This is an optimization exercise on Yosys and OpenROAD, whose aim is small area and few clock cycles per item, not a production implementation.
Only simulation tests tie the RTL to the original design; equivalence was not proved.
The clock input has no modelled driver; a real chip could not lean on it and would need a root buffer or a full tree.
Power is estimated from default activity; no workload was simulated.

--- config.mk ---
export PLATFORM = sky130hd
export DESIGN_NAME = demofull
export DESIGN_NICKNAME = demofull
export VERILOG_FILES = /design/flow/design.v
export SDC_FILE = /design/flow/constraint.sdc
export NUM_CORES = 4
export LEC_CHECK = 0
export CAP_MARGIN = 20
export CORE_MARGIN = 2
export CORE_UTILIZATION = 40
export CTS_BUF_LIST = sky130_fd_sc_hd__clkbuf_8
export SLEW_MARGIN = 20
--- constraint.sdc ---
create_clock -name core_clock -period 4.0 [get_ports {S_AXI_ACLK}]
set_input_delay 0.8000 -clock core_clock [delete_from_list [all_inputs] [get_ports {S_AXI_ACLK}]]
set_output_delay 0.8000 -clock core_clock [all_outputs]
set_load 0.01 [all_outputs]
--- design.v ---
`default_nettype	none
module	axi_addr(i_last_addr, i_size, i_fixed, i_wrap, i_wlen, o_next_addr);
	input	wire	[11:0]	i_last_addr;
	input	wire	[1:0]	i_size;
	input	wire		i_fixed, i_wrap;
	input	wire	[2:0]	i_wlen;
	output	reg	[11:0]	o_next_addr;
	reg	[11:0]	m;
	reg	[12:0]	c;
	integer		k;
	always @(*)
	begin
		case(i_size)
		2'b00: m[5:0] = { 2'b00, i_wlen, 1'b1 };
		2'b01: m[5:0] = { 1'b0, i_wlen, 2'b11 };
		default: m[5:0] = { i_wlen, 3'b111 };
		endcase
		m[11:6] = 6'h0;
		if (!i_wrap)
			m = 12'hfff;
		if (i_fixed)
			m = 12'h0;
		c[0] = (i_size == 2'b00);
		c[1] = (i_size == 2'b01) || (c[0] && i_last_addr[0]);
		c[2] = (i_size[1]) || (c[1] && i_last_addr[1]);
		for(k=2; k<12; k=k+1)
			c[k+1] = c[k] && i_last_addr[k];
		for(k=0; k<12; k=k+1)
			o_next_addr[k] = i_last_addr[k] ^ (m[k] && c[k]);
		if (!i_fixed && i_size != 2'b00)
			o_next_addr[0] = 1'b0;
		if (!i_fixed && i_size[1])
			o_next_addr[1] = 1'b0;
	end
	/*verilator lint_off UNUSED*/
	wire	unused;
	assign	unused = c[12];
	/*verilator lint_on UNUSED*/
endmodule
`default_nettype	none
module demofull #(
	parameter integer C_S_AXI_ID_WIDTH	= 12,
	parameter integer C_S_AXI_DATA_WIDTH	= 32,
	parameter integer C_S_AXI_ADDR_WIDTH	= 32,
	localparam	AW = C_S_AXI_ADDR_WIDTH,
	localparam	DW = C_S_AXI_DATA_WIDTH,
	localparam	IW = C_S_AXI_ID_WIDTH,
	localparam	LSB = $clog2(C_S_AXI_DATA_WIDTH)-3,
	parameter [0:0]	OPT_NARROW_BURST = 1
	) (
		output	reg					o_we,
		output	reg	[C_S_AXI_ADDR_WIDTH-LSB-1:0]	o_waddr,
		output	reg	[C_S_AXI_DATA_WIDTH-1:0]	o_wdata,
		output	reg	[C_S_AXI_DATA_WIDTH/8-1:0]	o_wstrb,
		output	reg					o_rd,
		output	reg	[C_S_AXI_ADDR_WIDTH-LSB-1:0]	o_raddr,
		input	wire	[C_S_AXI_DATA_WIDTH-1:0]	i_rdata,
		input wire  S_AXI_ACLK,
		input wire  S_AXI_ARESETN,
		input wire [C_S_AXI_ID_WIDTH-1 : 0] S_AXI_AWID,
		input wire [C_S_AXI_ADDR_WIDTH-1 : 0] S_AXI_AWADDR,
		input wire [7 : 0] S_AXI_AWLEN,
		input wire [2 : 0] S_AXI_AWSIZE,
		input wire [1 : 0] S_AXI_AWBURST,
		input wire  S_AXI_AWLOCK,
		input wire [3 : 0] S_AXI_AWCACHE,
		input wire [2 : 0] S_AXI_AWPROT,
		input wire [3 : 0] S_AXI_AWQOS,
		input wire  S_AXI_AWVALID,
		output wire  S_AXI_AWREADY,
		input wire [C_S_AXI_DATA_WIDTH-1 : 0] S_AXI_WDATA,
		input wire [(C_S_AXI_DATA_WIDTH/8)-1 : 0] S_AXI_WSTRB,
		input wire  S_AXI_WLAST,
		input wire  S_AXI_WVALID,
		output wire  S_AXI_WREADY,
		output wire [C_S_AXI_ID_WIDTH-1 : 0] S_AXI_BID,
		output wire [1 : 0] S_AXI_BRESP,
		output wire  S_AXI_BVALID,
		input wire  S_AXI_BREADY,
		input wire [C_S_AXI_ID_WIDTH-1 : 0] S_AXI_ARID,
		input wire [C_S_AXI_ADDR_WIDTH-1 : 0] S_AXI_ARADDR,
		input wire [7 : 0] S_AXI_ARLEN,
		input wire [2 : 0] S_AXI_ARSIZE,
		input wire [1 : 0] S_AXI_ARBURST,
		input wire  S_AXI_ARLOCK,
		input wire [3 : 0] S_AXI_ARCACHE,
		input wire [2 : 0] S_AXI_ARPROT,
		input wire [3 : 0] S_AXI_ARQOS,
		input wire  S_AXI_ARVALID,
		output wire  S_AXI_ARREADY,
		output wire [C_S_AXI_ID_WIDTH-1 : 0] S_AXI_RID,
		output wire [C_S_AXI_DATA_WIDTH-1 : 0] S_AXI_RDATA,
		output wire [1 : 0] S_AXI_RRESP,
		output wire  S_AXI_RLAST,
		output wire  S_AXI_RVALID,
		input wire  S_AXI_RREADY
	);
	reg			wfirst;
	reg	[11:0]		wa;
	wire	[11:0]		wcur, wnext;
	reg			axi_bvalid;
	reg	[IW-1:0]	axi_bid;
	wire			wstall, wready, whs;
	assign	wstall = axi_bvalid && !S_AXI_BREADY;
	assign	wready = S_AXI_AWVALID && !wstall;
	assign	whs    = S_AXI_WVALID && wready;
	assign	wcur   = wfirst ? S_AXI_AWADDR[11:0] : wa;
	axi_addr get_next_wr_addr(wcur, S_AXI_AWSIZE[1:0],
			(S_AXI_AWBURST == 2'b00), S_AXI_AWBURST[1],
			S_AXI_AWLEN[3:1], wnext);
	always @(posedge S_AXI_ACLK)
	if (whs)
		wa <= wnext;
	always @(posedge S_AXI_ACLK)
	if (!S_AXI_ARESETN)
		wfirst <= 1'b1;
	else if (whs)
		wfirst <= S_AXI_WLAST;
	always @(posedge S_AXI_ACLK)
	if (!S_AXI_ARESETN)
		axi_bvalid <= 1'b0;
	else if (whs && S_AXI_WLAST)
		axi_bvalid <= 1'b1;
	else if (S_AXI_BREADY)
		axi_bvalid <= 1'b0;
	always @(posedge S_AXI_ACLK)
	if (whs && S_AXI_WLAST)
		axi_bid <= S_AXI_AWID;
	always @(*)
	begin
		o_we    = whs;
		o_waddr = { S_AXI_AWADDR[AW-1:12], wcur[11:LSB] };
		o_wdata = S_AXI_WDATA;
		o_wstrb = S_AXI_WSTRB;
	end
	assign	S_AXI_AWREADY = whs && S_AXI_WLAST;
	assign	S_AXI_WREADY  = wready;
	assign	S_AXI_BVALID  = axi_bvalid;
	assign	S_AXI_BID     = axi_bid;
	assign	S_AXI_BRESP   = 2'b00;
	reg	[AW-1:0]	raddr;
	reg	[7:0]		rcnt;
	reg	[1:0]		rsize;
	reg	[2:0]		rwlen;
	reg			rpend;
	reg	[IW-1:0]	axi_rid;
	reg			axi_rvalid;
	wire			ractive, rstall, rfree, rload, arhs;
	wire	[11:0]		rnext;
	assign	ractive = (rcnt != 0);
	assign	rstall  = axi_rvalid && !S_AXI_RREADY;
	assign	rfree   = ractive ? ((rcnt == 1) && !rstall) : !rpend;
	assign	rload   = S_AXI_ARVALID && rfree;
	assign	arhs    = rpend && !rstall;
	axi_addr get_next_rd_addr(raddr[11:0], rsize, (rsize == 2'b11),
			!(rwlen == 3'b010), rwlen, rnext);
	always @(*)
	begin
		o_rd    = (rpend || ractive) && !rstall;
		o_raddr = raddr[AW-1:LSB];
	end
	always @(posedge S_AXI_ACLK)
	if (rload)
	begin
		raddr   <= S_AXI_ARADDR;
		rsize   <= (S_AXI_ARBURST == 2'b00) ? 2'b11 : S_AXI_ARSIZE[1:0];
		rwlen   <= S_AXI_ARBURST[1] ? S_AXI_ARLEN[3:1] : 3'b010;
	end else if (o_rd)
		raddr[11:0] <= rnext;
	always @(posedge S_AXI_ACLK)
	if (!S_AXI_ARESETN)
		rpend <= 1'b0;
	else if (rload)
		rpend <= 1'b1;
	else if (arhs)
		rpend <= 1'b0;
	always @(posedge S_AXI_ACLK)
	if (arhs)
		axi_rid <= S_AXI_ARID;
	always @(posedge S_AXI_ACLK)
	if (!S_AXI_ARESETN)
		rcnt <= 0;
	else if (arhs)
		rcnt <= S_AXI_ARLEN;
	else if (o_rd)
		rcnt <= rcnt - 1;
	always @(posedge S_AXI_ACLK)
	if (!S_AXI_ARESETN)
		axi_rvalid <= 1'b0;
	else if (o_rd)
		axi_rvalid <= 1'b1;
	else if (S_AXI_RREADY)
		axi_rvalid <= 1'b0;
	assign	S_AXI_ARREADY = arhs;
	assign	S_AXI_RVALID  = axi_rvalid;
	assign	S_AXI_RID     = axi_rid;
	assign	S_AXI_RDATA   = i_rdata;
	assign	S_AXI_RRESP   = 2'b00;
	assign	S_AXI_RLAST   = !ractive;
	/*verilator lint_off UNUSED*/
	wire	[23:0]	unused;
	assign	unused = { S_AXI_AWLOCK, S_AXI_AWCACHE, S_AXI_AWPROT,
			S_AXI_AWQOS,
		S_AXI_ARLOCK, S_AXI_ARCACHE, S_AXI_ARPROT, S_AXI_ARQOS };
	/*verilator lint_on UNUSED*/
endmodule
`default_nettype wire
--- flow/run.sh ---
#!/bin/bash
# Layout: the standard flow (standard.sh), with
# - synthesis by flow/synth.tcl: the standard flow's synthesis with an area-oriented ABC
#   script (flow/area.abc) for the logic between the registers;
# - the smallest buffer cell (buf_1) as the port buffer of every input and
#   output port, in place of the cell buffer_ports picks by itself;
# - a clock tree of clkbuf_8 buffers without dummy loads;
# - cells sized down where timing allows after CTS (flow/post_cts.tcl).
set -euo pipefail
export BUFFER_PORTS_ARGS="-buffer_cell sky130_fd_sc_hd__buf_1"
export CTS_ARGS="-sink_clustering_enable -repair_clock_nets -buf_list sky130_fd_sc_hd__clkbuf_16 -sink_clustering_size 30 -sink_clustering_max_diameter 300 -sink_buffer_max_cap_derate 1.0 -dont_use_dummy_load"
export POST_CTS_TCL="$PWD/flow/post_cts.tcl"
export AREA_ABC_SCRIPT="$PWD/flow/area.abc"
sed "s|SYNTH_SCRIPT=[^ ]*|SYNTH_SCRIPT=$PWD/flow/synth.tcl|" standard.sh > flow_standard.sh
grep -q "SYNTH_SCRIPT=$PWD/flow/synth.tcl" flow_standard.sh
bash flow_standard.sh > standard.log 2>&1
--- flow/area.abc ---
strash
dc2
dch -f
amap -m -F 4 -A 8
topo
--- flow/post_cts.tcl ---
# After clock tree synthesis: size cells down where the timing slack allows
# (OpenROAD's power recovery), then legalise the placement again.
estimate_parasitics -placement
repair_timing -recover_power 100 -verbose
detailed_placement
check_placement -verbose
--- flow/synth.tcl ---
# The standard flow's synthesis script (synth_recipe.tcl) with one change: Yosys's abc
# step, which maps the logic between the registers to library cells, runs
# flow/area.abc, an area-oriented ABC script, in place of ORFS's
# abc_speed.script.  Everything else (the registers, their names and cells)
# stays as the standard synthesis makes it.
proc synth {args} { yosys synth -nofsm -noshare {*}$args }
proc abc {args} {
  set i [lsearch -exact $args -script]
  if { $i >= 0 } {
    lset args [expr { $i + 1 }] $::env(AREA_ABC_SCRIPT)
  }
  yosys abc {*}$args
}
source $::env(SCRIPTS_DIR)/synth.tcl
# left out here: clear keep_hierarchy, flatten, clean up, hide names made inside functions, write 1_2_yosys.v
--- standard.sh ---
#!/bin/bash
# synth_recipe.tcl (not shown) runs the flow's synth.tcl, then flattens the netlist and writes it again
# the make line also repeats each setting of config.mk as NAME=value (left out here)
make -C /OpenROAD-flow-scripts/flow DESIGN_CONFIG=/design/flow/config.mk WORK_HOME=/design/flow/orfs CLKGATE_MAP_FILE= SYNTH_SCRIPT=/design/flow/synth_recipe.tcl "${@:-finish}"
==> results of run 1 <==
## sequential cells by signal, indices dropped and copies added, names as in the netlist
signal and flops:
raddr 32, axi_bid 12, axi_rid 12, wa 12
rcnt 8, rwlen 3, rsize 2, axi_bvalid 1
axi_rvalid 1, rpend 1, wfirst 1
## through the flow
stage / setup slack, ns / total power (W)
global placement: 1.09 / 0.00228
detailed placement: 0.982 / 0.00231
global route: 0.374 / 0.00318
floorplan: 0.893 / 0.00215
finish: 0.717 / 0.00297
## final timing paths
check                        from                   end  cells after the start  slack [ns]
max                  S_AXI_BREADY         S_AXI_AWREADY                      9        0.72
min          rcnt[1]$_SDFFE_PN0P_  rcnt[1]$_SDFFE_PN0P_                      2        0.53
max reg2reg   wfirst$_SDFFE_PN1P_      wa[11]$_DFFE_PP_                     16        0.73
min reg2reg  rcnt[1]$_SDFFE_PN0P_  rcnt[1]$_SDFFE_PN0P_                      2        0.53
## critical path, cell delays in order
cell,delay [ns]
buf_1,0.06
nor2b_1,0.05
nor2b_1,0.14
and2_0,0.14
clkbuf_1,0.62
nand2_1,0.18
clkinv_1,0.08
buf_4,0.21
buf_1,0.19
## power groups by stage
stage                     logic (W)  clock network [W]  registers, W
after floorplan            0.000755                  0       0.00140
after global placement     0.000907                  0       0.00138
after detailed placement   0.000932                  0       0.00138
after global routing        0.00105           0.000737       0.00139
final                      0.000920           0.000688       0.00137
## per-layer routing
metal / global-route usage (%) / part of all wire [%]
met1: 18.9 / 36
met2: 27.8 / 47
met3: 11.1 / 15
met4: 5.33 / 0.98
met5: 6.25 / 0.97
## synthesized netlist by cell type
cell       count  share of area [%]
buf_4        102                 17
edfxtp_1      73                 49
clkinv_1      38                3.2
nor2_1        36                3.0
nand2_1       28                2.4
a21oi_1       22                2.5
o21ai_0       21                2.4
dfxtp_1       12                5.4
nor3_1        12                1.3
o22ai_1        8                1.1
ha_1           7                2.0
a22o_1         6                1.2
nor2b_1        6               0.84
o21a_1         5               0.84
o31ai_1        5               0.84
a221oi_1       4               0.79
nand3_1        4               0.45
o22a_1         4               0.79
a31oi_1        3               0.42
a22oi_1        2               0.34
and2_0         2               0.28
and3_1         2               0.28
nand4_1        2               0.28
nor4_1         2               0.28
o21bai_1       2               0.34
o221ai_1       2               0.39
o311ai_0       2               0.39
o32ai_1        2               0.39
a32o_1         1               0.22
conb_1         1              0.084
nor4b_1        1               0.20
o2111ai_1      1               0.20
o211ai_1       1               0.17
o221a_1        1               0.25
or2_0          1               0.14
## final cells by class
type                       instances  area (um^2)
clock buffer                       9          225
fill                            1078         6090
inverter                          38          143
multi-input combinational        199         1130
sequential                        85         2430
tap                              140          175
timing repair buffer             172          651
## logic make-up (layout without fill, tap and decap cells)
group / count (synthesis) / count (layout)
flip-flops: 85 / 85
AO/OA/AOI/OAI: 92 / 92
adder cells (fa/ha/maj): 7 / 7
AND/OR/NAND/NOR: 96 / 96
buffers and inverters: 140 / 219
other: 1 / 4
==> out/qor.yml, run 1 <==
syn_inst: 421
synth-simple-area-share_pct: 9.49
dp.cells: 634
grt_pass1_vias: 2979
clkPwrFrac_pct: 23.1
yosys_warnings: 2
layout_commonest_cell: "buf_1"
die_h_um: 110
drv_slew: 0
p_sw_w: 0.00101
ant_nets: 0
finalNetCount: 726
status: "finished clean"
synth_top_family_by_area: "buffers and inverters"
worstMarginPinSlew_ns: 1.07
cts_sinks: 85
finalSetupViolCount: 0
wl_per_cell_um: 17.1
power.internal_w: 0.00197
seq_area_frac_synth_pct: 54.6
cp-start-kind: "primary input"
die_w_um: 110
num_antenna_cells: 0
port_buffers: 166
synth.distinct_cells: 35
final_cell_mix: "buf_1 (166), edfxtp_1 (73), clkinv_1 (38), nor2_1 (36), nand2_1 (28)"
hold_ws_ns: 0.529
synth_compound_area_share_pct: 13.5
grt_overflow_total: 0
setup-tns-final_ns: 0
clock_latency_ns: 0.33
maxCapViolations: 0
clkTransAtPathRegs_ns: 0.06
peakVddDrop_uv: 262
fmax_mhz: 305
synthMuxAreaShare_pct: 0
grt_usage_pct: 17.5
final_cell_area_um2: 4750
comb_power_share_pct: 30.9
tritoncts: "built"
postSynthAreaPerCell_um2: 10.6
arrival_ns: 2.48
final_util_pct: 43.8
placed_area_um2: 4550
path_max_fanout: 15
area_growth_pct: 6.65
antenna_found_initial: 0
via_count: 3194
grt_pass1_wl_mm: 15.4
seqPwrFrac_pct: 46.0
coreArea_um2: 10800
finalHoldViolCount: 0
total_leakage_power_nw: 1.54
grt_setup_unrepaired: "false"
relSlewSlack_pct: 28.7
grt_max_degree: 38
start_util_pct: 41.1
ys_seq_elements: 85
final-instance-count-excl-fill: 643
post-dp-hpwl_mm: 8.82
synth_xor_xnor_area_share_pct: 0
drc: 0
ioPinCount: 378
via_per_inst: 4.97
required_ns: 3.20
pwr_density_cell_nw_per_um2: 626
finalCritPeriodShare_pct: 82.1
firstDrtPassIters: 4
switching_share_pct: 33.9
num_rows: 38
critical_path_class: "in -> out"
drtIter0Drc: 242
routed_wl_mm: 11.0
place.gp.congestion: 0.809
synth_area_um2: 4460
end_kind: "primary output"
die_area_um2: 12000
drive_gt1_share_pct: 2.19
holdCritPathClass: "reg -> reg"
fin_worst_skew_ns: 0.0115
period_minus_slack_ns: 3.28
synth_fa_ha_area_share_pct: 1.97
Testbench counts, summed over its fixed seeds: cycles 15,969, beats 22,951.
==> inputs of run 2 (changes only) <==
--- a/design.v
+++ b/design.v
@@ -1,4 +1,5 @@
 `default_nettype	none
-module	axi_addr(i_last_addr, i_size, i_fixed, i_wrap, i_wlen, o_next_addr);
+module	axi_addr(i_last_addr, i_step, i_size, i_fixed, i_wrap, i_wlen, o_next_addr);
 	input	wire	[11:0]	i_last_addr;
+	input	wire		i_step;
 	input	wire	[1:0]	i_size;
@@ -22,5 +23,5 @@
 			m = 12'h0;
-		c[0] = (i_size == 2'b00);
-		c[1] = (i_size == 2'b01) || (c[0] && i_last_addr[0]);
-		c[2] = (i_size[1]) || (c[1] && i_last_addr[1]);
+		c[0] = i_step && (i_size == 2'b00);
+		c[1] = (i_step && (i_size == 2'b01)) || (c[0] && i_last_addr[0]);
+		c[2] = (i_step && i_size[1]) || (c[1] && i_last_addr[1]);
 		for(k=2; k<12; k=k+1)
@@ -107,3 +108,3 @@
 	assign	wcur   = wfirst ? S_AXI_AWADDR[11:0] : wa;
-	axi_addr get_next_wr_addr(wcur, S_AXI_AWSIZE[1:0],
+	axi_addr get_next_wr_addr(wcur, whs, S_AXI_AWSIZE[1:0],
 			(S_AXI_AWBURST == 2'b00), S_AXI_AWBURST[1],
@@ -111,3 +112,2 @@
 	always @(posedge S_AXI_ACLK)
-	if (whs)
 		wa <= wnext;
@@ -149,2 +149,14 @@
 	wire	[11:0]		rnext;
+	reg	[7:0]		rcnt_dec;
+	reg	[8:0]		rborrow;
+	integer			k;
+	always @(*)
+	begin
+		rborrow[0] = o_rd;
+		for(k=0; k<8; k=k+1)
+		begin
+			rcnt_dec[k]  = rcnt[k] ^ rborrow[k];
+			rborrow[k+1] = rborrow[k] && !rcnt[k];
+		end
+	end
 	assign	ractive = (rcnt != 0);
@@ -154,3 +166,3 @@
 	assign	arhs    = rpend && !rstall;
-	axi_addr get_next_rd_addr(raddr[11:0], rsize, (rsize == 2'b11),
+	axi_addr get_next_rd_addr(raddr[11:0], o_rd, rsize, (rsize == 2'b11),
 			!(rwlen == 3'b010), rwlen, rnext);
@@ -167,3 +179,3 @@
 		rwlen   <= S_AXI_ARBURST[1] ? S_AXI_ARLEN[3:1] : 3'b010;
-	end else if (o_rd)
+	end else
 		raddr[11:0] <= rnext;
@@ -184,4 +196,4 @@
 		rcnt <= S_AXI_ARLEN;
-	else if (o_rd)
-		rcnt <= rcnt - 1;
+	else
+		rcnt <= rcnt_dec;
 	always @(posedge S_AXI_ACLK)
--- a/flow/run.sh
+++ b/flow/run.sh
@@ -10,3 +10,3 @@
 export BUFFER_PORTS_ARGS="-buffer_cell sky130_fd_sc_hd__buf_1"
-export CTS_ARGS="-sink_clustering_enable -repair_clock_nets -buf_list sky130_fd_sc_hd__clkbuf_16 -sink_clustering_size 30 -sink_clustering_max_diameter 300 -sink_buffer_max_cap_derate 1.0 -dont_use_dummy_load"
+export CTS_ARGS="-sink_clustering_enable -repair_clock_nets -buf_list sky130_fd_sc_hd__clkbuf_8 -dont_use_dummy_load"
 export POST_CTS_TCL="$PWD/flow/post_cts.tcl"
==> run 2 against run 1 <==
The run now fails in I/O pin placement. Synthesized area down 7.2%. Synthesized cell count down 3.6%.
==> out/qor.yml, run 2 <==
error_line: "[ERROR PPL-0024] Number of IO pins (378) exceeds maximum number of available positions (374). Increase the die perimeter from 422.82um to 514.08um."
postSynthAreaPerCell_um2: 10.2  # -3.7%
synth_top_cell_by_area: "edfxtp_1"
synth_top_area_share_pct: 35.6  # -14 points
netlist_top_cells_count: "buf_4 (102), edfxtp_1 (49), clkinv_1 (37)"
die_w_um: 106  # -3.5%
async_flop_share_pct: 0  # unchanged
status: "stopped before the end"
yosys_warnings: 2  # unchanged
synth_ff_type: "edfxtp_1"
num_rows: 37  # -2.6%
start_util_pct: 40.6  # -0.49 points
synth_most_common_cell: "buf_4"
die_h_um: 106  # -3.5%
syn_inst: 406  # -3.6%
stop_stage: "I/O pin placement"
synth.distinct_cells: 33  # -5.7%
yosys-top-cells-area: "edfxtp_1 (36%), buf_4 (19%), dfxtp_1 (17%)"
synth_area_um2: 4140  # -7.2%
synth_edf_count: 49  # -33%
ys_seq_elements: 85  # unchanged
seq_area_frac_synth_pct: 53.0  # -1.6 points
==> run 2: cells by family after synthesis <==
| kind of cell | Yosys count | synth area share, % |
|---|---|---|
| AOI/OAI and AO/OA | 88 | 12.8 |
| adders and majority gates | 11 | 3.33 |
| buffers and inverters | 139 | 21.9 |
| DFF | 85 | 53.0 |
| other | 1 | 0.0906 |
| and+or+nand+nor | 82 | 8.95 |
Testbench counts of run 2, summed over its fixed seeds: cycles 15,969, beats 22,951.
==> inputs of run 3 (changes only) <==
--- a/flow/run.sh
+++ b/flow/run.sh
@@ -12,2 +12,3 @@
 export POST_CTS_TCL="$PWD/flow/post_cts.tcl"
+export REMOVE_ABC_BUFFERS=1
 export AREA_ABC_SCRIPT="$PWD/flow/area.abc"
--- a/config.mk
+++ b/config.mk
@@ -8,5 +8,6 @@
 export CAP_MARGIN = 20
-export CORE_MARGIN = 2
-export CORE_UTILIZATION = 40
+export CORE_AREA = 4 4 136 136
 export CTS_BUF_LIST = sky130_fd_sc_hd__clkbuf_8
+export DIE_AREA = 0 0 140 140
+export GPL_TIMING_DRIVEN = 0
 export SLEW_MARGIN = 20
==> run 3 against run 2 <==
The run now finishes clean. Synthesized area unchanged. Synthesized cell count unchanged.
==> out/qor.yml, run 3 <==
synth_top_area_share_pct: 35.6  # unchanged
finalHoldViolCount: 0
finalSetupViolCount: 0
synth_ff_type: "edfxtp_1"
cp-start-kind: "primary input"
holdCritPathClass: "reg -> reg"
ioPinCount: 378
reg2reg_to: "raddr[11]$_DFF_P_"
grt_setup_unrepaired: "false"
multiInputGateArea_um2: 1050
arrival_ns: 2.54
dp.cells: 698
slowest_stage: "clkinv_1"
required_ns: 3.20
r2r_start: "rcnt[1]$_SDFF_PN0_"
seq_area_frac_synth_pct: 53.0  # unchanged
routed_wl_mm: 22.3
total_leakage_power_nw: 1.43
num_antenna_cells: 0
period_minus_slack_ns: 3.34
tritoncts: "built"
clkTransAtPathRegs_ns: 0.08
final_cell_mix: "buf_1 (166), edfxtp_1 (49), clkinv_1 (36), dfxtp_1 (36), nor2_1 (28)"
firstDrtPassIters: 4
area_growth_pct: 7.11
path_delay_family: "buffers and inverters"
die_w_um: 140  # +32%
path_buf_inv: 4
num_rows: 48  # +30%
pwr_density_cell_nw_per_um2: 558
synth_most_common_cell: "buf_4"
via_count: 3106
yosys_warnings: 2  # unchanged
hold_depth: 2
synth_top_family_by_area: "buffers and inverters"
layout_commonest_cell: "buf_1"
syn_inst: 406  # unchanged
start_util_pct: 24.1  # -17 points
via_per_inst: 4.39
synthMuxAreaShare_pct: 0  # unchanged
peakVddDrop_uv: 239
relSlewSlack_pct: 38.4
postSynthAreaPerCell_um2: 10.2  # unchanged
wl_per_cell_um: 31.5
cts_sinks: 85
synth_edf_count: 49  # unchanged
placed_area_um2: 4290
use_met1_pct: 11.1
async_flop_share_pct: 0  # unchanged
synth_area_um2: 4140  # unchanged
die_area_um2: 19600
grt_max_degree: 46
die_h_um: 140  # +32%
fin_worst_skew_ns: 0.0266
final_util_pct: 25.8
final-instance-count-excl-fill: 708
clock_latency_ns: 0.38
r2r_slack_ns: 0.98
critical_path_class: "in -> out"
fmax_mhz: 300
place.gp.congestion: 0.968
drtIter0Drc: 127
synth_top_cell_by_area: "edfxtp_1"
finalCritPeriodShare_pct: 83.4
synth_compound_area_share_pct: 12.8  # unchanged
maxCapViolations: 0
path_max_fanout: 16
setup-tns-final_ns: 0
antenna_found_initial: 0
nFillCells: 1929
drv_slew: 0
use_met3_pct: 26.3
worstPathCellList: "buf_1, nor2b_1, clkinv_1, nand2_1, clkinv_1, buf_1"
ant_nets: 0
grt_usage_pct: 21.9
regArea_um2: 2190
synth_fa_ha_area_share_pct: 3.33  # unchanged
crit_start: "S_AXI_RREADY"
worstSetupPathDepth: 6
grt_pass1_vias: 2837
status: "finished clean"
ff2ff_path_depth: 15
yosys-top-cells-area: "edfxtp_1 (36%), buf_4 (19%), dfxtp_1 (17%)"
met2_usage_pct: 40.1
worstMarginPinSlew_ns: 0.915
coreArea_um2: 17200
netlist_top_cells_count: "buf_4 (102), edfxtp_1 (49), clkinv_1 (37)"
slowest_delay_ns: 0.60
final_cell_area_um2: 4430
post-dp-hpwl_mm: 20.2
synth-simple-area-share_pct: 8.95  # unchanged
top_register: "raddr"
endpoint: "S_AXI_ARREADY"
synth_xor_xnor_area_share_pct: 0  # unchanged
grt_overflow_total: 0
ys_seq_elements: 85  # unchanged
port_buffers: 166
busiest_layer: "met2"
grt_pass1_wl_mm: 27.9
drc: 0
drive_gt1_share_pct: 2.28
end_kind: "primary output"
finalNetCount: 710
synth.distinct_cells: 33  # unchanged
largest_reg_flops: 32
## run 3: cell counts after synthesis
No cell type changed its count.
## run 3: kinds of logic (layout without fill, tap and decap cells)
logic type	Yosys count	count (layout)
flops	85	85
other cells	1	4
buf+inv	139	213
simple gates	82	82
fa+ha+maj	11	11
compound gates	88	88
## run 3: layout make-up
type | instances | area share [%]
Inverter | 37 | 3.13
Multi-Input combinational cell | 185 | 23.7
Tap cell | 225 | 6.35
Timing Repair Buffer | 167 | 14.5
Clock buffer | 9 | 2.80
Sequential cell | 85 | 49.5
## run 3: how the worst min path moves through the flow
| stage | end | startpoint |
|---|---|---|
| final | rpend$_SDFFE_PN0P_ | rpend$_SDFFE_PN0P_ |
| after detailed placement | rpend$_SDFFE_PN0P_ | rpend$_SDFFE_PN0P_ |
| after global placement | rpend$_SDFFE_PN0P_ | rpend$_SDFFE_PN0P_ |
| after global routing | rpend$_SDFFE_PN0P_ | rpend$_SDFFE_PN0P_ |
| after floorplan | rpend$_SDFFE_PN0P_ | rpend$_SDFFE_PN0P_ |
## run 3: report_power, final
| group | total [W] | switching [W] | internal, W |
|---|---|---|---|
| combinational | 0.000736 | 0.000466 | 0.000270 |
| sequential | 0.00124 | 0.0000965 | 0.00114 |
| clock | 0.000496 | 0.000294 | 0.000202 |
| total | 0.00247 | 0.000857 | 0.00161 |
## run 3: worst reg2reg max path: stages, from the launching register on
cell	delay [ns]
dfxtp_1	0.35
nor4_1	0.06
nand4_1	0.14
nor3_1	0.10
nor2_1	0.33
clkinv_1	0.17
nor2_1	0.25
nand4_1	0.15
nor4b_1	0.41
and2_0	0.29
and3_1	0.24
nand2_1	0.08
clkinv_1	0.05
nand2_1	0.07
a21oi_1	0.14
o21ai_0	0.08
## run 3: per-layer routing
| metal | part of all wire [%] | vias to the layer above |
|---|---|---|
| li1 | - | 1456 |
| met1 | 19 | 1317 |
| met2 | 52 | 304 |
| met3 | 25 | 29 |
| met4 | 3.7 | 0 |
| met5 | 0 | - |
## run 3: through the flow
stage	worst slack (ns)	total power (W)	hold WS, ns
2_1_floorplan	0.927	0.00171	0.447
3_3_place_gp	-0.281	0.00197	0.465
3_5_place_dp	0.469	0.00199	0.472
5_1_grt	0.405	0.00266	0.526
6_report	0.664	0.00247	0.486
==> inputs of run 4 (changes only) <==
--- a/config.mk
+++ b/config.mk
@@ -7,3 +7,3 @@
 export LEC_CHECK = 0
-export CAP_MARGIN = 20
+export CAP_MARGIN = 0
 export CORE_AREA = 4 4 136 136
@@ -12,2 +12,2 @@
 export GPL_TIMING_DRIVEN = 0
-export SLEW_MARGIN = 20
+export SLEW_MARGIN = 0
==> run 4 against run 3 <==
Clock-buffer cell count is the same. Sequential cell count unchanged. Worst hold slack lost 0.0029 ns. First-iteration DRC count up 7.1%. Synthesized cell count is the same. Clock skew fell by 0.0012 ns. Via count fell by 0.52%. Routed wire length up 0.51%. Sequential power about the same. Largest cell class unchanged. Largest power group unchanged.
==> out/qor.yml, run 4 <==
port_buffers: 166  # unchanged
holdCritPathClass: "reg -> reg"
die_area_um2: 19600  # unchanged
async_flop_share_pct: 0  # unchanged
ant_nets: 0  # unchanged
antenna_found_initial: 0  # unchanged
via_per_inst: 4.36  # -0.52%
worstMarginPinSlew_ns: 1.00  # +0.0892 ns
seq_area_frac_synth_pct: 53.0  # unchanged
clkTransAtPathRegs_ns: 0.08  # about the same
firstDrtPassIters: 4  # unchanged
worst_slack_ns: 0.445  # -0.220 ns
coreArea_um2: 17200  # unchanged
cts_sinks: 85  # unchanged
hold_ws_ns: 0.483  # -0.00290 ns
ys_seq_elements: 85  # unchanged
routed_wl_mm: 22.4  # +0.51%
pwr_density_cell_nw_per_um2: 558  # about the same
final-instance-count-excl-fill: 708  # unchanged
netlist_top_cells_count: "buf_4 (102), edfxtp_1 (49), clkinv_1 (37)"
die_w_um: 140  # unchanged
drive_gt1_share_pct: 2.07  # -0.21 points
end_kind: "flop"
reg2reg_to: "raddr[10]$_DFF_P_"
grt_setup_unrepaired: "false"
layout_commonest_cell: "buf_1"
dp.cells: 699  # +0.14%
dp_slack_ns: 0.320  # -0.149 ns
ioPinCount: 378  # unchanged
status: "finished clean"
grt_overflow_total: 0  # unchanged
tritoncts: "built"
synth.distinct_cells: 33  # unchanged
final_util_pct: 25.7  # -0.087 points
start_util_pct: 24.1  # unchanged
final_cell_mix: "buf_1 (166), edfxtp_1 (49), clkinv_1 (37), dfxtp_1 (36), nor2_1 (28)"
grt_usage_pct: 22.2  # +0.31 points
period_minus_slack_ns: 3.56  # +0.220 ns
r2r_start: "axi_rvalid$_SDFFE_PN0P_"
synth_area_um2: 4140  # unchanged
relSlewSlack_pct: 32.4  # -6.0 points
synth_top_area_share_pct: 35.6  # unchanged
path_max_fanout: 29  # +13
clock_latency_ns: 0.38  # about the same
fmax_mhz: 281  # -6.2%
hold_start: "rpend$_SDFFE_PN0P_"
post-dp-hpwl_mm: 20.3  # +0.50%
synth_ff_type: "edfxtp_1"
hold_depth: 2  # unchanged
synth_top_cell_by_area: "edfxtp_1"
postSynthAreaPerCell_um2: 10.2  # unchanged
peakVddDrop_uv: 203  # -15%
fin_worst_skew_ns: 0.0255  # -0.00118 ns
finalNetCount: 710  # unchanged
yosys-top-cells-area: "edfxtp_1 (36%), buf_4 (19%), dfxtp_1 (17%)"
yosys_warnings: 2  # unchanged
via_count: 3090  # -0.52%
syn_inst: 406  # unchanged
drv_slew: 0  # unchanged
fin_total_pwr_w: 0.00247  # -0.28%
cp-start-kind: "primary input"
total_leakage_power_nw: 1.42  # -0.59%
drtIter0Drc: 136  # +7.1%
maxCapViolations: 0  # unchanged
grt_max_degree: 30  # -35%
arrival_ns: 3.78  # +1.24 ns
grt_pass1_wl_mm: 28.2  # +1.1%
critical_path_class: "in -> reg"
finalCritPeriodShare_pct: 88.9  # +5.5 points
ff2ff_path_depth: 7  # -8
die_h_um: 140  # unchanged
drc: 0  # unchanged
num_antenna_cells: 0  # unchanged
top_register: "raddr"
largest_reg_flops: 32  # unchanged
required_ns: 4.22  # +1.02 ns
num_rows: 48  # unchanged
r2r_slack_ns: 0.60  # -0.38 ns
synth_edf_count: 49  # unchanged
place.gp.congestion: 0.968  # unchanged
synth_most_common_cell: "buf_4"
min_to: "rpend$_SDFFE_PN0P_"
wl_per_cell_um: 31.7  # +0.51%
finalSetupViolCount: 0  # unchanged
finalHoldViolCount: 0  # unchanged
area_growth_pct: 6.74
grt_pass1_vias: 2881  # +1.6%
## run 4: cell counts after synthesis
No cell type changed its count.
## run 4: worst max-delay path, stage by stage
cell      delay [ns]
buf_1           0.07
nor2b_1         0.25
nor3_1          0.08
o21ai_0         0.79
clkinv_1        0.89
clkbuf_2        0.60
nand2_1         0.19
o21ai_0         0.09
## run 4: layout make-up
type                            count  area (um^2)
Multi-Input combinational cell    185         1050
Timing Repair Buffer              167          628
Clock buffer                        9          124
Fill cell                        1936        12800
Tap cell                          225          282
Sequential cell                    85         2190
Inverter                           37          139
## run 4: per-layer routing
layer	up-vias	part of all wire, %	GRT usage [%]
met5	-	0.28	3.01
li1	1455	-	-
met4	2	4.8	10.6
met2	293	51	39.6
met3	28	25	26.1
met1	1312	18	11.6
## run 4: worst max path at each step
stage | end | slack (ns) | start | cells after the start
after floorplan | wa[11]$_DFF_P_ | 0.93 | S_AXI_BREADY | 17
after global placement | raddr[1]$_DFF_P_ | -0.28 | S_AXI_RREADY | 6
after detailed placement | raddr[8]$_DFF_P_ | 0.32 | S_AXI_RREADY | 7
after global routing | raddr[9]$_DFF_P_ | 0.18 | S_AXI_RREADY | 8
final | raddr[10]$_DFF_P_ | 0.44 | S_AXI_RREADY | 8
## run 4: power breakdown
group          total (W)  leakage [nW]  switching [W]  internal (W)
logic           0.000724         0.608       0.000468      0.000256
registers        0.00124         0.748      0.0000966       0.00114
clock network   0.000499        0.0647       0.000297      0.000202
## run 4: per-stage QoR
step / cell area, um^2 / TNS [ns]
after floorplan: 3380 / 0
after global placement: 4290 / -6.96
after detailed placement: 4320 / 0
after global routing: 4420 / 0
final: 4420 / 0
## run 4: logic make-up (layout without fill, tap and decap cells)
family	after synthesis	after routing	share of synthesized area, %
simple gates	82	82	8.95
compound gates	88	88	12.8
other cells	1	4	0.0906
fa+ha+maj	11	11	3.33
flops	85	85	53.0
buf+inv	139	213	21.9
==> inputs of run 5 (changes only) <==
--- a/flow/run.sh
+++ b/flow/run.sh
@@ -12,3 +12,2 @@
 export POST_CTS_TCL="$PWD/flow/post_cts.tcl"
-export REMOVE_ABC_BUFFERS=1
 export AREA_ABC_SCRIPT="$PWD/flow/area.abc"
--- a/config.mk
+++ b/config.mk
@@ -7,3 +7,3 @@
 export LEC_CHECK = 0
-export CAP_MARGIN = 0
+export CAP_MARGIN = 20
 export CORE_AREA = 4 4 136 136
@@ -11,3 +11,2 @@
 export DIE_AREA = 0 0 140 140
-export GPL_TIMING_DRIVEN = 0
-export SLEW_MARGIN = 0
+export SLEW_MARGIN = 20
==> run 5 against run 4 <==
Critical endpoint is now o_waddr[0]. Sequential share of layout area shrank 0.49 points. Fmax grew 11%. Synthesized area is the same. Global-route usage shrank 11 points. Critical path depth shrank 3. Largest power group unchanged. Clock-buffer cell count is the same. Final area grew 0.99%.
==> out/qor.yml, run 5 <==
status: "finished clean"
critical_path_class: "reg -> out"
final_cell_mix: "buf_1 (166), edfxtp_1 (49), clkinv_1 (37), dfxtp_1 (36), nor2_1 (28)"
clkPwrFrac_pct: 19.8  # -0.5 points
slowest_delay_ns: 0.54  # -0.35 ns
setup-tns-final_ns: 0  # unchanged
required_ns: 3.20  # -1.02 ns
area_growth_pct: 7.80
peakVddDrop_uv: 214  # +5.7%
synth_ff_type: "edfxtp_1"
grt_max_degree: 46  # +53%
period_minus_slack_ns: 3.21  # -0.344 ns
holdCritPathClass: "reg -> reg"
port_buffers: 166  # unchanged
finalNetCount: 716  # +0.85%
wl_per_cell_um: 15.6  # -51%
finalCritPeriodShare_pct: 80.3  # -8.6 points
p_sw_w: 0.000830  # -3.7%
grt_setup_unrepaired: "false"
clkTransAtPathRegs_ns: 0.08  # about the same
grt_pass1_vias: 2871  # -0.35%
worstPathCellList: "clkbuf_1, clkinv_1, o22ai_1, clkinv_1, buf_1"
place.gp.congestion: 0.796  # -18%
total_leakage_power_nw: 1.43  # +1.0%
async_flop_share_pct: 0  # unchanged
start_util_pct: 24.1  # unchanged
synth_top_cell_by_area: "edfxtp_1"
die_area_um2: 19600  # unchanged
switching_share_pct: 33.9  # -1.1 points
coreArea_um2: 17200  # unchanged
regArea_um2: 2190  # unchanged
synth_top_area_share_pct: 35.6  # unchanged
path_delay_family: "buffers and inverters"
seq_area_frac_synth_pct: 53.0  # unchanged
clock_latency_ns: 0.37  # about the same
syn_inst: 406  # unchanged
grt_pass1_wl_mm: 16.1  # -43%
nFillCells: 1933  # -0.15%
drv_slew: 0  # unchanged
grt_overflow_total: 0  # unchanged
power.internal_w: 0.00162  # +1.0%
via_per_inst: 4.17  # -4.5%
slowest_stage: "clkinv_1"
met2_usage_pct: 18.3  # -21 points
num_rows: 48  # unchanged
arrival_ns: 2.41  # -1.37 ns
yosys_warnings: 2  # unchanged
cts_sinks: 85  # unchanged
fin_worst_skew_ns: 0.0236  # -0.00186 ns
use_met3_pct: 5.80  # -20 points
multiInputGateArea_um2: 1050  # unchanged
use_met1_pct: 10.7  # -0.88 points
drive_gt1_share_pct: 2.25  # +0.18 points
netlist_top_cells_count: "buf_4 (102), edfxtp_1 (49), clkinv_1 (37)"
end_kind: "primary output"
post-dp-hpwl_mm: 9.15  # -55%
grt_usage_pct: 10.8  # -11 points
largest_reg_flops: 32  # unchanged
relSlewSlack_pct: 38.3  # +6.0 points
drtIter0Drc: 84  # -38%
postSynthAreaPerCell_um2: 10.2  # unchanged
ant_nets: 0  # unchanged
yosys-top-cells-area: "edfxtp_1 (36%), buf_4 (19%), dfxtp_1 (17%)"
finalHoldViolCount: 0  # unchanged
finalSetupViolCount: 0  # unchanged
pwr_density_cell_nw_per_um2: 549  # -1.6%
synth_most_common_cell: "buf_4"
cpMostUsedCell: "clkinv_1"
die_w_um: 140  # unchanged
firstDrtPassIters: 4  # unchanged
maxCapViolations: 0  # unchanged
drc: 0  # unchanged
die_h_um: 140  # unchanged
worst_slack_ns: 0.788  # +0.344 ns
path_buf_inv: 4  # +1
tritoncts: "built"
ioPinCount: 378  # unchanged
via_count: 2985  # -3.4%
layout_commonest_cell: "buf_1"
routed_wl_mm: 11.2  # -50%
ys_seq_elements: 85  # unchanged
top_register: "raddr"
synth.distinct_cells: 33  # unchanged
comb_power_share_pct: 29.8  # +0.4 points
worstMarginPinSlew_ns: 0.925  # -0.0788 ns
path_max_fanout: 13  # -55%
synth_edf_count: 49  # unchanged
synth_area_um2: 4140  # unchanged
cp-start-kind: "flop"
antenna_found_initial: 0  # unchanged
fmax_mhz: 311  # +11%
dp_slack_ns: 0.615  # +0.295 ns
busiest_layer: "met2"
seqPwrFrac_pct: 50.4  # about the same
[run 5: cell counts after synthesis]
Identical to the previous run, type by type.
[run 5: kinds of logic after synthesis]
kind of cell             after synthesis  share of synthesized area [%]
AO/OA/AOI/OAI                         88                           12.8
buffers and inverters                139                           21.9
AND/OR/NAND/NOR                       82                           8.95
adder cells (fa/ha/maj)               11                           3.33
other                                  1                         0.0906
flip-flops                            85                           53.0
[run 5: final cells by class]
cell class              instances  share of cell area, %
diodes                          2                  0.112
flip-flops and latches         85                   49.1
clock buffers                   9                   2.78
inverters                      37                   3.11
multi-input cells             185                   23.6
well taps                     225                   6.31
repair buffers                173                   15.0
[run 5: worst paths after layout]
check,startpoint,end,depth (start not counted),slack (ns)
max reg2reg,wfirst$_SDFFE_PN1N_,wa[11]$_DFF_P_,16,0.90
min reg2reg,rpend$_SDFFE_PN0P_,rpend$_SDFFE_PN0P_,2,0.49
max,wfirst$_SDFFE_PN1N_,o_waddr[0],5,0.79
min,rpend$_SDFFE_PN0P_,rpend$_SDFFE_PN0P_,2,0.49
[run 5: worst reg2reg max path: stages, from the launching register on]
cell	delay [ns]
dfxtp_1	0.31
clkbuf_1	0.48
clkinv_1	0.55
o22ai_1	0.31
nor2_1	0.09
a31oi_1	0.18
o22ai_1	0.15
nand3_1	0.13
nor2_1	0.05
nand3_1	0.12
nor2_1	0.07
nand2_1	0.12
nor2_1	0.07
nand2_1	0.12
nor2_1	0.07
nor2_1	0.11
a21oi_1	0.04
[run 5: routing by layer]
layer	share of wire (%)	vias up	wire length, um
li1	-	1472	-
met1	36	1313	4050
met2	49	167	5460
met3	12	33	1310
met4	3.1	0	342
met5	0	-	0
[run 5: per-stage QoR]
step / hold WS, ns / utilization [%] / total power, W / cell area [um^2] / cells
floorplan: 0.447 / - / 0.00187 / 4150 / 409
global placement: 0.465 / 25.2 / 0.00198 / 4330 / 704
detailed placement: 0.482 / 25.2 / 0.00199 / 4330 / 704
global route: 0.507 / 25.9 / 0.00266 / 4460 / 714
finish: 0.486 / 26.0 / 0.00245 / 4460 / 716
[run 5: power groups by stage]
stage               Clock (W)  Combinational [W]  Sequential (W)
floorplan                   0           0.000587         0.00128
global placement            0           0.000726         0.00125
detailed placement          0           0.000736         0.00126
global route         0.000556           0.000849         0.00126
finish               0.000485           0.000730         0.00124
==> inputs of run 6 (changes only) <==
--- a/flow/run.sh
+++ b/flow/run.sh
@@ -8,2 +8,4 @@
 # - cells sized down where timing allows after CTS (flow/post_cts.tcl).
+# standard.log holds the output of every tool; ORFS's own logs are under
+# orfs/logs.
 set -euo pipefail
@@ -12,2 +14,3 @@
 export POST_CTS_TCL="$PWD/flow/post_cts.tcl"
+export REMOVE_ABC_BUFFERS=1
 export AREA_ABC_SCRIPT="$PWD/flow/area.abc"
--- a/config.mk
+++ b/config.mk
@@ -7,3 +7,3 @@
 export LEC_CHECK = 0
-export CAP_MARGIN = 20
+export CAP_MARGIN = 10
 export CORE_AREA = 4 4 136 136
@@ -11,2 +11,3 @@
 export DIE_AREA = 0 0 140 140
-export SLEW_MARGIN = 20
+export GPL_TIMING_DRIVEN = 0
+export SLEW_MARGIN = 10
==> run 6 against run 5 <==
Combinational power fell by 2%. Largest cell class unchanged. Highest routed layer unchanged. Die area did not move. First-iteration DRC count rose by 46%.
==> out/qor.yml, run 6 <==
peakVddDrop_uv: 215  # +0.26%
drc: 0  # unchanged
required_ns: 3.20  # about the same
coreArea_um2: 17200  # unchanged
synth_edf_count: 49  # unchanged
layout_commonest_cell: "buf_1"
finalHoldViolCount: 0  # unchanged
fmax_mhz: 301  # -3.5%
firstDrtPassIters: 5  # +1
period_minus_slack_ns: 3.33  # +0.115 ns
worstMarginPinSlew_ns: 0.923  # -0.00211 ns
arrival_ns: 2.53  # +0.12 ns
final_cell_mix: "buf_1 (166), edfxtp_1 (49), clkinv_1 (36), dfxtp_1 (36), nor2_1 (28)"
clkTransAtPathRegs_ns: 0.08  # about the same
synth_ff_type: "edfxtp_1"
nFillCells: 1929  # -0.21%
num_antenna_cells: 0  # -2
regArea_um2: 2190  # unchanged
ant_nets: 0  # unchanged
place.gp.congestion: 0.968  # +22%
finalNetCount: 709  # -0.98%
finalSetupViolCount: 0  # unchanged
drtIter0Drc: 123  # +46%
via_count: 3090  # +3.5%
fin_total_pwr_w: 0.00245  # +0.11%
via_per_inst: 4.37  # +4.8%
routed_wl_mm: 22.3  # +100%
holdCritPathClass: "reg -> reg"
start_util_pct: 24.1  # unchanged
grt_usage_pct: 21.9  # +11 points
path_max_fanout: 16  # +3
grt_overflow_total: 0  # unchanged
cp-start-kind: "primary input"
tritoncts: "built"
finalCritPeriodShare_pct: 83.2  # +2.9 points
top_register: "raddr"
synth_most_common_cell: "buf_4"
wl_per_cell_um: 31.5  # +100%
grt_pass1_vias: 2837  # -1.2%
syn_inst: 406  # unchanged
total_leakage_power_nw: 1.42  # -1.0%
grt_setup_unrepaired: "false"
drv_slew: 0  # unchanged
maxCapViolations: 0  # unchanged
multiInputGateArea_um2: 1050  # unchanged
end_kind: "primary output"
grt_pass1_wl_mm: 27.9  # +73%
ys_seq_elements: 85  # unchanged
area_growth_pct: 6.62
ioPinCount: 378  # unchanged
synth_top_cell_by_area: "edfxtp_1"
synth_top_area_share_pct: 35.6  # unchanged
drive_gt1_share_pct: 2.07  # -0.17 points
grt_max_degree: 46  # unchanged
largest_reg_flops: 32  # unchanged
die_w_um: 140  # unchanged
die_area_um2: 19600  # unchanged
yosys-top-cells-area: "edfxtp_1 (36%), buf_4 (19%), dfxtp_1 (17%)"
seq_area_frac_synth_pct: 53.0  # unchanged
netlist_top_cells_count: "buf_4 (102), edfxtp_1 (49), clkinv_1 (37)"
relSlewSlack_pct: 37.8  # -0.51 points
critical_path_class: "in -> out"
port_buffers: 166  # unchanged
clock_latency_ns: 0.38  # about the same
die_h_um: 140  # unchanged
antenna_found_initial: 0  # unchanged
status: "finished clean"
async_flop_share_pct: 0  # unchanged
fin_worst_skew_ns: 0.0260  # +0.00240 ns
post-dp-hpwl_mm: 20.2  # +120%
pwr_density_cell_nw_per_um2: 556  # +1.2%
yosys_warnings: 2  # unchanged
num_rows: 48  # unchanged
synth_area_um2: 4140  # unchanged
final_util_pct: 25.7  # -0.28 points
postSynthAreaPerCell_um2: 10.2  # unchanged
cts_sinks: 85  # unchanged
synth.distinct_cells: 33  # unchanged
[run 6: cell counts after synthesis]
Identical to the previous run, type by type.
[run 6: kinds of logic (layout without fill, tap and decap cells)]
family	count (synthesis)	count (layout)	synth area share (%)
buffers and inverters	139	212	21.9
other	1	4	0.0906
AND/OR/NAND/NOR	82	82	8.95
adder cells (fa/ha/maj)	11	11	3.33
flip-flops	85	85	53.0
AO/OA/AOI/OAI	88	88	12.8
[run 6: path summary, 6_finish.rpt]
kind         slack, ns            endpoint          startpoint  cells past startpoint
max               0.67       S_AXI_ARREADY        S_AXI_RREADY                      6
min               0.49  rpend$_SDFFE_PN0P_  rpend$_SDFFE_PN0P_                      2
max reg2reg       0.99   raddr[11]$_DFF_P_  rcnt[1]$_SDFF_PN0_                     15
min reg2reg       0.49  rpend$_SDFFE_PN0P_  rpend$_SDFFE_PN0P_                      2
[run 6: metal layers]
layer	track usage, %	vias up	share of wire, %
li1	-	1448	-
met1	11.1	1300	18
met2	40.1	309	52
met3	26.3	33	25
met4	8.67	0	3.7
met5	0.251	-	0
[run 6: power by group]
part	internal, W	switching [W]	leakage [nW]
registers	0.00115	0.0000965	0.748
logic	0.000254	0.000462	0.608
clock network	0.000202	0.000293	0.0647
total	0.00160	0.000851	1.42
[run 6: layout make-up]
cell class              instances  area share, %
flip-flops and latches         85           49.7
multi-input cells             185           23.9
repair buffers                166           14.1
well taps                     225           6.38
inverters                      37           3.15
clock buffers                   9           2.81
[run 6: worst max-delay path, cell delays in order]
cell and delay [ns]:
buf_1 0.07, nor2b_1 0.26, clkinv_1 0.13, nand2_1 0.37, clkinv_1 0.60, buf_1 0.28
[run 6: per-stage QoR]
stage	cell area (um^2)	setup WS [ns]	cells	TNS (ns)	hold slack [ns]
after floorplan	3380	0.927	307	0	0.447
after global placement	4290	-0.281	698	-6.96	0.465
after detailed placement	4290	0.469	698	0	0.472
after global routing	4410	0.405	707	0	0.526
final	4410	0.673	707	0	0.486
==> inputs of run 7 (changes only) <==
--- a/flow/run.sh
+++ b/flow/run.sh
@@ -12,3 +12,3 @@
 export BUFFER_PORTS_ARGS="-buffer_cell sky130_fd_sc_hd__buf_1"
-export CTS_ARGS="-sink_clustering_enable -repair_clock_nets -buf_list sky130_fd_sc_hd__clkbuf_8 -dont_use_dummy_load"
+export CTS_ARGS="-sink_clustering_enable -repair_clock_nets -buf_list sky130_fd_sc_hd__clkbuf_16 -sink_clustering_size 25 -sink_clustering_max_diameter 250 -sink_clustering_levels 1 -dont_use_dummy_load"
 export POST_CTS_TCL="$PWD/flow/post_cts.tcl"
==> run 7 against run 6 <==
Global-route usage is 0.086 points higher. Largest cell class unchanged. Largest power group unchanged. Clock skew shrank 0.013 ns. Routed wire length about the same. Still clean on timing, DRC and antenna.
==> out/qor.yml, run 7 <==
synth_most_common_cell: "buf_4"
finalNetCount: 709  # unchanged
grt_pass1_wl_mm: 28.0  # +0.22%
total_leakage_power_nw: 1.47  # +3.3%
routed_wl_mm: 22.3  # about the same
end_kind: "primary output"
port_buffers: 166  # unchanged
synth_top_cell_by_area: "edfxtp_1"
place.gp.congestion: 0.968  # unchanged
worstMarginPinSlew_ns: 0.933  # +0.0106 ns
top_register: "raddr"
drtIter0Drc: 132  # +7.3%
grt_max_degree: 46  # unchanged
syn_inst: 406  # unchanged
final_cell_mix: "buf_1 (166), edfxtp_1 (49), clkinv_1 (36), dfxtp_1 (36), nor2_1 (28)"
dp.cells: 698  # unchanged
layout_commonest_cell: "buf_1"
clock_latency_ns: 0.35  # -0.03 ns
die_w_um: 140  # unchanged
arrival_ns: 2.53  # about the same
wl_per_cell_um: 31.6  # about the same
peakVddDrop_uv: 215  # +0.12%
firstDrtPassIters: 5  # unchanged
worst_slack_ns: 0.674  # +0.0000990 ns
finalHoldViolCount: 0  # unchanged
antenna_found_initial: 0  # unchanged
period_minus_slack_ns: 3.33  # -0.0000990 ns
pwr_density_cell_nw_per_um2: 593  # +6.7%
synth.distinct_cells: 33  # unchanged
hold_ws_ns: 0.482  # -0.00433 ns
die_h_um: 140  # unchanged
yosys_warnings: 2  # unchanged
cts_sinks: 85  # unchanged
holdCritPathClass: "reg -> reg"
num_antenna_cells: 0  # unchanged
tritoncts: "built"
post-dp-hpwl_mm: 20.2  # unchanged
clkTransAtPathRegs_ns: 0.06  # -0.02 ns
grt_usage_pct: 22.0  # +0.086 points
nFillCells: 1915  # -0.73%
largest_reg_flops: 32  # unchanged
async_flop_share_pct: 0  # unchanged
via_per_inst: 4.38  # +0.26%
via_count: 3098  # +0.26%
final_cell_area_um2: 4510  # +2.3%
grt_overflow_total: 0  # unchanged
finalCritPeriodShare_pct: 83.2  # about the same
maxCapViolations: 0  # unchanged
finalSetupViolCount: 0  # unchanged
die_area_um2: 19600  # unchanged
grt_pass1_vias: 2847  # +0.35%
ant_nets: 0  # unchanged
drv_slew: 0  # unchanged
relSlewSlack_pct: 37.1  # -0.71 points
fin_worst_skew_ns: 0.0133  # -0.0127 ns
postSynthAreaPerCell_um2: 10.2  # unchanged
synth_top_area_share_pct: 35.6  # unchanged
seq_area_frac_synth_pct: 53.0  # unchanged
dp_slack_ns: 0.469  # unchanged
drive_gt1_share_pct: 2.07  # unchanged
drc: 0  # unchanged
yosys-top-cells-area: "edfxtp_1 (36%), buf_4 (19%), dfxtp_1 (17%)"
netlist_top_cells_count: "buf_4 (102), edfxtp_1 (49), clkinv_1 (37)"
cp-start-kind: "primary input"
synth_area_um2: 4140  # unchanged
setup-tns-final_ns: 0  # unchanged
ys_seq_elements: 85  # unchanged
area_growth_pct: 9.07
synth_edf_count: 49  # unchanged
final-instance-count-excl-fill: 707  # unchanged
placed_area_um2: 4290  # unchanged
coreArea_um2: 17200  # unchanged
synth_ff_type: "edfxtp_1"
status: "finished clean"
start_util_pct: 24.1  # unchanged
num_rows: 48  # unchanged
path_max_fanout: 16  # unchanged
fmax_mhz: 301  # about the same
ioPinCount: 378  # unchanged
grt_setup_unrepaired: "false"
critical_path_class: "in -> out"
required_ns: 3.20  # about the same
## run 7: metal layers
metal | up-vias | part of all wire, % | track usage [%]
li1 | 1461 | - | -
met1 | 1299 | 18 | 11.2
met2 | 308 | 51 | 39.2
met3 | 28 | 25 | 26.5
met4 | 2 | 4.8 | 10.3
met5 | - | 0.28 | 2.51
## run 7: final timing paths
check                     startpoint                 end  slack (ns)  cells after the start
setup / recovery        S_AXI_RREADY       S_AXI_ARREADY        0.67                      6
setup reg to reg  rcnt[2]$_SDFF_PN0_   raddr[11]$_DFF_P_        0.96                     15
hold / removal    rpend$_SDFFE_PN0P_  rpend$_SDFFE_PN0P_        0.48                      2
hold reg to reg   rpend$_SDFFE_PN0P_  rpend$_SDFFE_PN0P_        0.48                      2
## run 7: power breakdown
part	leakage [nW]	switching [W]	internal [W]	total (W)
Clock	0.111	0.000320	0.000396	0.000716
Combinational	0.608	0.000463	0.000254	0.000717
Sequential	0.748	0.0000958	0.00115	0.00124
Total	1.47	0.000878	0.00180	0.00268
## run 7: kinds of logic (layout without fill, tap and decap cells)
group	Yosys count	after routing	synth area share, %
and+or+nand+nor	82	82	8.95
buffers and inverters	139	212	21.9
other	1	4	0.0906
AOI/OAI and AO/OA	88	88	12.8
DFF	85	85	53.0
adders and majority gates	11	11	3.33
## run 7: cell type report
type / count / area, um^2 / area share [%]
repair buffers: 166 / 623 / 13.8
inverters: 37 / 139 / 3.08
flip-flops and latches: 85 / 2190 / 48.6
multi-input cells: 185 / 1050 / 23.3
well taps: 225 / 282 / 6.24
clock buffers: 9 / 225 / 4.99
## run 7: worst max-delay path: stages
cell      delay, ns
buf_1          0.07
nor2b_1        0.26
clkinv_1       0.13
nand2_1        0.38
clkinv_1       0.60
buf_1          0.28
## run 7: through the flow
stage / util [%] / total power [W]
after floorplan: - / 0.00171
final: 26.3 / 0.00268
after detailed placement: 25.0 / 0.00199
after global routing: 26.3 / 0.00287
after global placement: 25.0 / 0.00197
==> inputs of run 8 (changes only) <==
--- a/flow/run.sh
+++ b/flow/run.sh
@@ -7,3 +7,6 @@
 # - a clock tree of clkbuf_8 buffers without dummy loads;
-# - cells sized down where timing allows after CTS (flow/post_cts.tcl).
+# - after CTS, the clock tree rebuilt as four clkbuf_16 buffers driven
+#   straight from the clock port, each driving the flip-flops of one quarter
+#   of the core (flow/clock_tree.tcl), and cells sized down where timing
+#   allows (flow/post_cts.tcl).
 # standard.log holds the output of every tool; ORFS's own logs are under
@@ -12,4 +15,6 @@
 export BUFFER_PORTS_ARGS="-buffer_cell sky130_fd_sc_hd__buf_1"
-export CTS_ARGS="-sink_clustering_enable -repair_clock_nets -buf_list sky130_fd_sc_hd__clkbuf_16 -sink_clustering_size 25 -sink_clustering_max_diameter 250 -sink_clustering_levels 1 -dont_use_dummy_load"
+export CTS_ARGS="-sink_clustering_enable -repair_clock_nets -buf_list sky130_fd_sc_hd__clkbuf_8 -dont_use_dummy_load"
 export POST_CTS_TCL="$PWD/flow/post_cts.tcl"
+export CTREE_NBUF=4
+export CTREE_BUF=sky130_fd_sc_hd__clkbuf_16
 export REMOVE_ABC_BUFFERS=1
==> flow/clock_tree.tcl (new file) <==
# Rebuild the clock tree that CTS made as one level: NBUF clock buffers
# (CTREE_BUF), each driving the flip-flops of one part of the core and
# each driven straight from the clock port.
set ctree_nbuf $::env(CTREE_NBUF)
set ctree_buf $::env(CTREE_BUF)
set block [ord::get_db_block]
set db [ord::get_db]
set clk_net [[$block findBTerm S_AXI_ACLK] getNet]

# Walk the tree from the clock port: collect the register clock pins and
# the clock buffers on the way
set sinks {}
set bufs {}
set todo [list $clk_net]
while { [llength $todo] > 0 } {
  set net [lindex $todo 0]
  set todo [lrange $todo 1 end]
  foreach it [$net getITerms] {
    if { [$it isOutputSignal] } { continue }
    set inst [$it getInst]
    set mname [[$inst getMaster] getName]
    if { [string match "sky130_fd_sc_hd__clkbuf_*" $mname] || [string match "sky130_fd_sc_hd__clkinv_*" $mname] } {
      if { [string match "sky130_fd_sc_hd__clkinv_*" $mname] } { error "unexpected inverter $mname in the clock tree" }
      lappend bufs $inst
      lappend todo [[$inst findITerm X] getNet]
    } else {
      lappend sinks $it
    }
  }
}
puts "clock tree: [llength $bufs] buffers, [llength $sinks] sinks"

# Remove the buffers and their nets
foreach inst $bufs {
  set onet [[$inst findITerm X] getNet]
  foreach it [$onet getITerms] { $it disconnect }
  [$inst findITerm A] disconnect
  odb::dbInst_destroy $inst
  odb::dbNet_destroy $onet
}

# Split the sinks into ctree_nbuf groups of about equal size: by x, then
# each part by y when two or four groups
proc pin_x { it } { return [lindex [$it getAvgXY] 1] }
proc pin_y { it } { return [lindex [$it getAvgXY] 2] }
proc split_by { items key n } {
  set sorted [lsort -integer -index 0 [lmap it $items { list [$key $it] $it }]]
  set out {}
  set len [llength $sorted]
  for { set k 0 } { $k < $n } { incr k } {
    set lo [expr { $k * $len / $n }]
    set hi [expr { ($k + 1) * $len / $n - 1 }]
    lappend out [lmap p [lrange $sorted $lo $hi] { lindex $p 1 }]
  }
  return $out
}
if { $ctree_nbuf == 4 } {
  set groups {}
  foreach half [split_by $sinks pin_x 2] {
    lappend groups {*}[split_by $half pin_y 2]
  }
} else {
  set groups [split_by $sinks pin_x $ctree_nbuf]
}

set master [$db findMaster $ctree_buf]
set k 0
foreach grp $groups {
  set sx 0; set sy 0
  foreach it $grp { incr sx [pin_x $it]; incr sy [pin_y $it] }
  set n [llength $grp]
  set inst [odb::dbInst_create $block $master "clkbuf_leaf_$k"]
  $inst setLocation [expr { $sx / $n }] [expr { $sy / $n }]
  $inst setPlacementStatus PLACED
  $inst setSourceType TIMING
  set net [odb::dbNet_create $block "clknet_leaf_$k"]
  $net setSigType CLOCK
  [$inst findITerm A] connect $clk_net
  [$inst findITerm X] connect $net
  foreach it $grp { $it connect $net }
  puts "clock buffer $k: $n sinks"
  incr k
}
==> flow/post_cts.tcl (replaced) <==
# After clock tree synthesis: rebuild the clock tree as one level of
# clock buffers driven straight from the clock port (flow/clock_tree.tcl),
# legalise, then size cells down where the timing slack allows (OpenROAD's
# power recovery) and legalise the placement again.
source [file join [file dirname [info script]] clock_tree.tcl]
detailed_placement
estimate_parasitics -placement
report_clock_skew
repair_timing -recover_power 100 -verbose
detailed_placement
check_placement -verbose
==> run 8 against run 7 <==
Combinational power is essentially flat. Sequential power is essentially flat. Synthesized area is the same. Routed wire length shrank 0.61%. Worst hold slack gained 0.0048 ns. Final cell count shrank 0.71%. Critical path depth is the same. Still clean. Final area shrank 2.8%. Clock skew shrank 0.0074 ns.
==> out/qor.yml, run 8 <==
synth_top_cell_by_area: "edfxtp_1"
fmax_mhz: 301  # +0.22%
port_buffers: 166  # unchanged
wl_met2_mm: 11.5  # +1.0%
min_to: "rpend$_SDFFE_PN0P_"
clock_latency_ns: 0.16  # -0.19 ns
antenna_found_initial: 0  # unchanged
critical_path_class: "in -> out"
multiInputGateArea_um2: 1050  # unchanged
top_layer: "met4"
postSynthAreaPerCell_um2: 10.2  # unchanged
ioPinCount: 378  # unchanged
wl_per_cell_um: 31.6  # about the same
drt-met1-wl_mm: 4.01  # -2.9%
drtIter0Drc: 114  # -14%
yosys_warnings: 2  # unchanged
firstDrtPassIters: 4  # -1
num_antenna_cells: 0  # unchanged
worstMarginPinSlew_ns: 0.917  # -0.0166 ns
setup-tns-final_ns: 0  # unchanged
pwr_density_cell_nw_per_um2: 541  # -8.7%
num_rows: 48  # unchanged
final_cell_mix: "buf_1 (165), edfxtp_1 (49), clkinv_1 (36), dfxtp_1 (36), nor2_1 (28)"
end_kind: "primary output"
peakVddDrop_uv: 305  # +42%
clkTransAtPathRegs_ns: 0.09  # +0.03 ns
synth_most_common_cell: "buf_4"
drive_gt1_share_pct: 1.05  # -1.0 points
hold_depth: 2  # unchanged
final_util_pct: 25.5  # -0.73 points
top_register: "raddr"
grt_setup_unrepaired: "false"
ys_seq_elements: 85  # unchanged
finalCritPeriodShare_pct: 83.0  # -0.18 points
via_count: 3054  # -1.4%
slowest_stage: "clkinv_1"
path_max_fanout: 16  # unchanged
worst_slack_ns: 0.681  # +0.00728 ns
drc: 0  # unchanged
path_delay_family: "buffers and inverters"
relSlewSlack_pct: 38.2  # +1.1 points
grt_usage_pct: 21.5  # -0.43 points
largest_reg_flops: 32  # unchanged
dp_slack_ns: 0.469  # unchanged
status: "finished clean"
layout_commonest_cell: "buf_1"
total_leakage_power_nw: 1.41  # -4.2%
netlist_top_cells_count: "buf_4 (102), edfxtp_1 (49), clkinv_1 (37)"
fin_worst_skew_ns: 0.00588  # -0.00739 ns
coreArea_um2: 17200  # unchanged
async_flop_share_pct: 0  # unchanged
grt_pass1_vias: 2797  # -1.8%
finalHoldViolCount: 0  # unchanged
synth_area_um2: 4140  # unchanged
place.gp.congestion: 0.968  # unchanged
regArea_um2: 2190  # unchanged
fin_total_pwr_w: 0.00237  # -11%
r2r_slack_ns: 0.96  # about the same
finalNetCount: 704  # -0.71%
routed_wl_mm: 22.2  # -0.61%
reg2reg_to: "raddr[11]$_DFF_P_"
hold_start: "rpend$_SDFFE_PN0P_"
die_area_um2: 19600  # unchanged
placed_area_um2: 4290  # unchanged
maxCapViolations: 0  # unchanged
nFillCells: 1930  # +0.78%
post-dp-hpwl_mm: 20.2  # unchanged
start_util_pct: 24.1  # unchanged
arrival_ns: 2.52  # about the same
wl_met3_mm: 5.67  # +0.85%
cp-start-kind: "primary input"
[run 8: cell counts after synthesis]
Identical to the previous run, type by type.
[run 8: layer usage]
metal / track usage [%] / up-vias
li1: - / 1444
met1: 10.8 / 1292
met2: 39.6 / 293
met3: 26.0 / 25
met4: 8.26 / 0
met5: 0.752 / -
[run 8: kinds of logic (layout without fill, tap and decap cells)]
| kind of cell | count (synthesis) | count (layout) | share of synthesized area (%) |
|---|---|---|---|
| other | 1 | 4 | 0.0906 |
| and+or+nand+nor | 82 | 82 | 8.95 |
| buffers and inverters | 139 | 207 | 21.9 |
| adders and majority gates | 11 | 11 | 3.33 |
| DFF | 85 | 85 | 53.0 |
| AOI/OAI and AO/OA | 88 | 88 | 12.8 |
[run 8: layout make-up, without the clock buffers]
| type | instances | area share [%] |
|---|---|---|
| well taps | 225 | 6.42 |
| flip-flops and latches | 85 | 50.0 |
| multi-input cells | 185 | 24.0 |
| repair buffers | 166 | 14.2 |
| inverters | 37 | 3.17 |
[run 8: metrics by stage]
stage / std cells / hold WS, ns
global route: 702 / 0.529
floorplan: 307 / 0.447
detailed placement: 698 / 0.472
global placement: 698 / 0.465
finish: 702 / 0.487
[run 8: worst max-delay path by stage]
stage                       from               end  slack [ns]  cells after the start
global route        S_AXI_BREADY    wa[11]$_DFF_P_        0.31                     18
finish              S_AXI_RREADY     S_AXI_ARREADY        0.68                      6
global placement    S_AXI_RREADY  raddr[1]$_DFF_P_       -0.28                      6
floorplan           S_AXI_BREADY    wa[11]$_DFF_P_        0.93                     17
detailed placement  S_AXI_RREADY  raddr[0]$_DFF_P_        0.47                      6
[run 8: worst min-delay path, stage by stage (launching register included)]
cell     delay, ns
dfxtp_1       0.33
nand2_1       0.06
a21oi_1       0.05
[run 8: where the power goes]
part | leakage, nW | internal, W | total [W] | switching, W
combinational | 0.608 | 0.000254 | 0.000717 | 0.000462
clock | 0.0493 | 0.000183 | 0.000418 | 0.000234
sequential | 0.748 | 0.00114 | 0.00124 | 0.0000957

## port drivers added, routing unchanged
How much do the figures lean on ideal ports? The routed layouts below were timed once more, with nothing changed but the port constraints.
Step 1, drivers: a clkbuf_16 drives S_AXI_ACLK and a buf_2 each remaining input, both assumed.
Step 2 also shifts input and output timing later by t, the mid clock arrival at the registers, as if the neighbouring blocks saw the same clock.
a / b / c = ideal ports / drivers / drivers and shift; a / b = the first two.
run	t (ns)	setup slack, ns
run 1	0.360	0.717 / 0.679 / 0.679
run 3	0.397	0.664 / 0.620 / 0.533
run 4	0.399	0.445 / 0.433 / 0.034
run 5	0.388	0.788 / 0.758 / 0.565
run 6	0.397	0.673 / 0.630 / 0.546
run 7	0.380	0.674 / 0.630 / 0.553
run 8	0.238	0.681 / 0.637 / 0.549
After both steps every run listed still meets setup and hold.
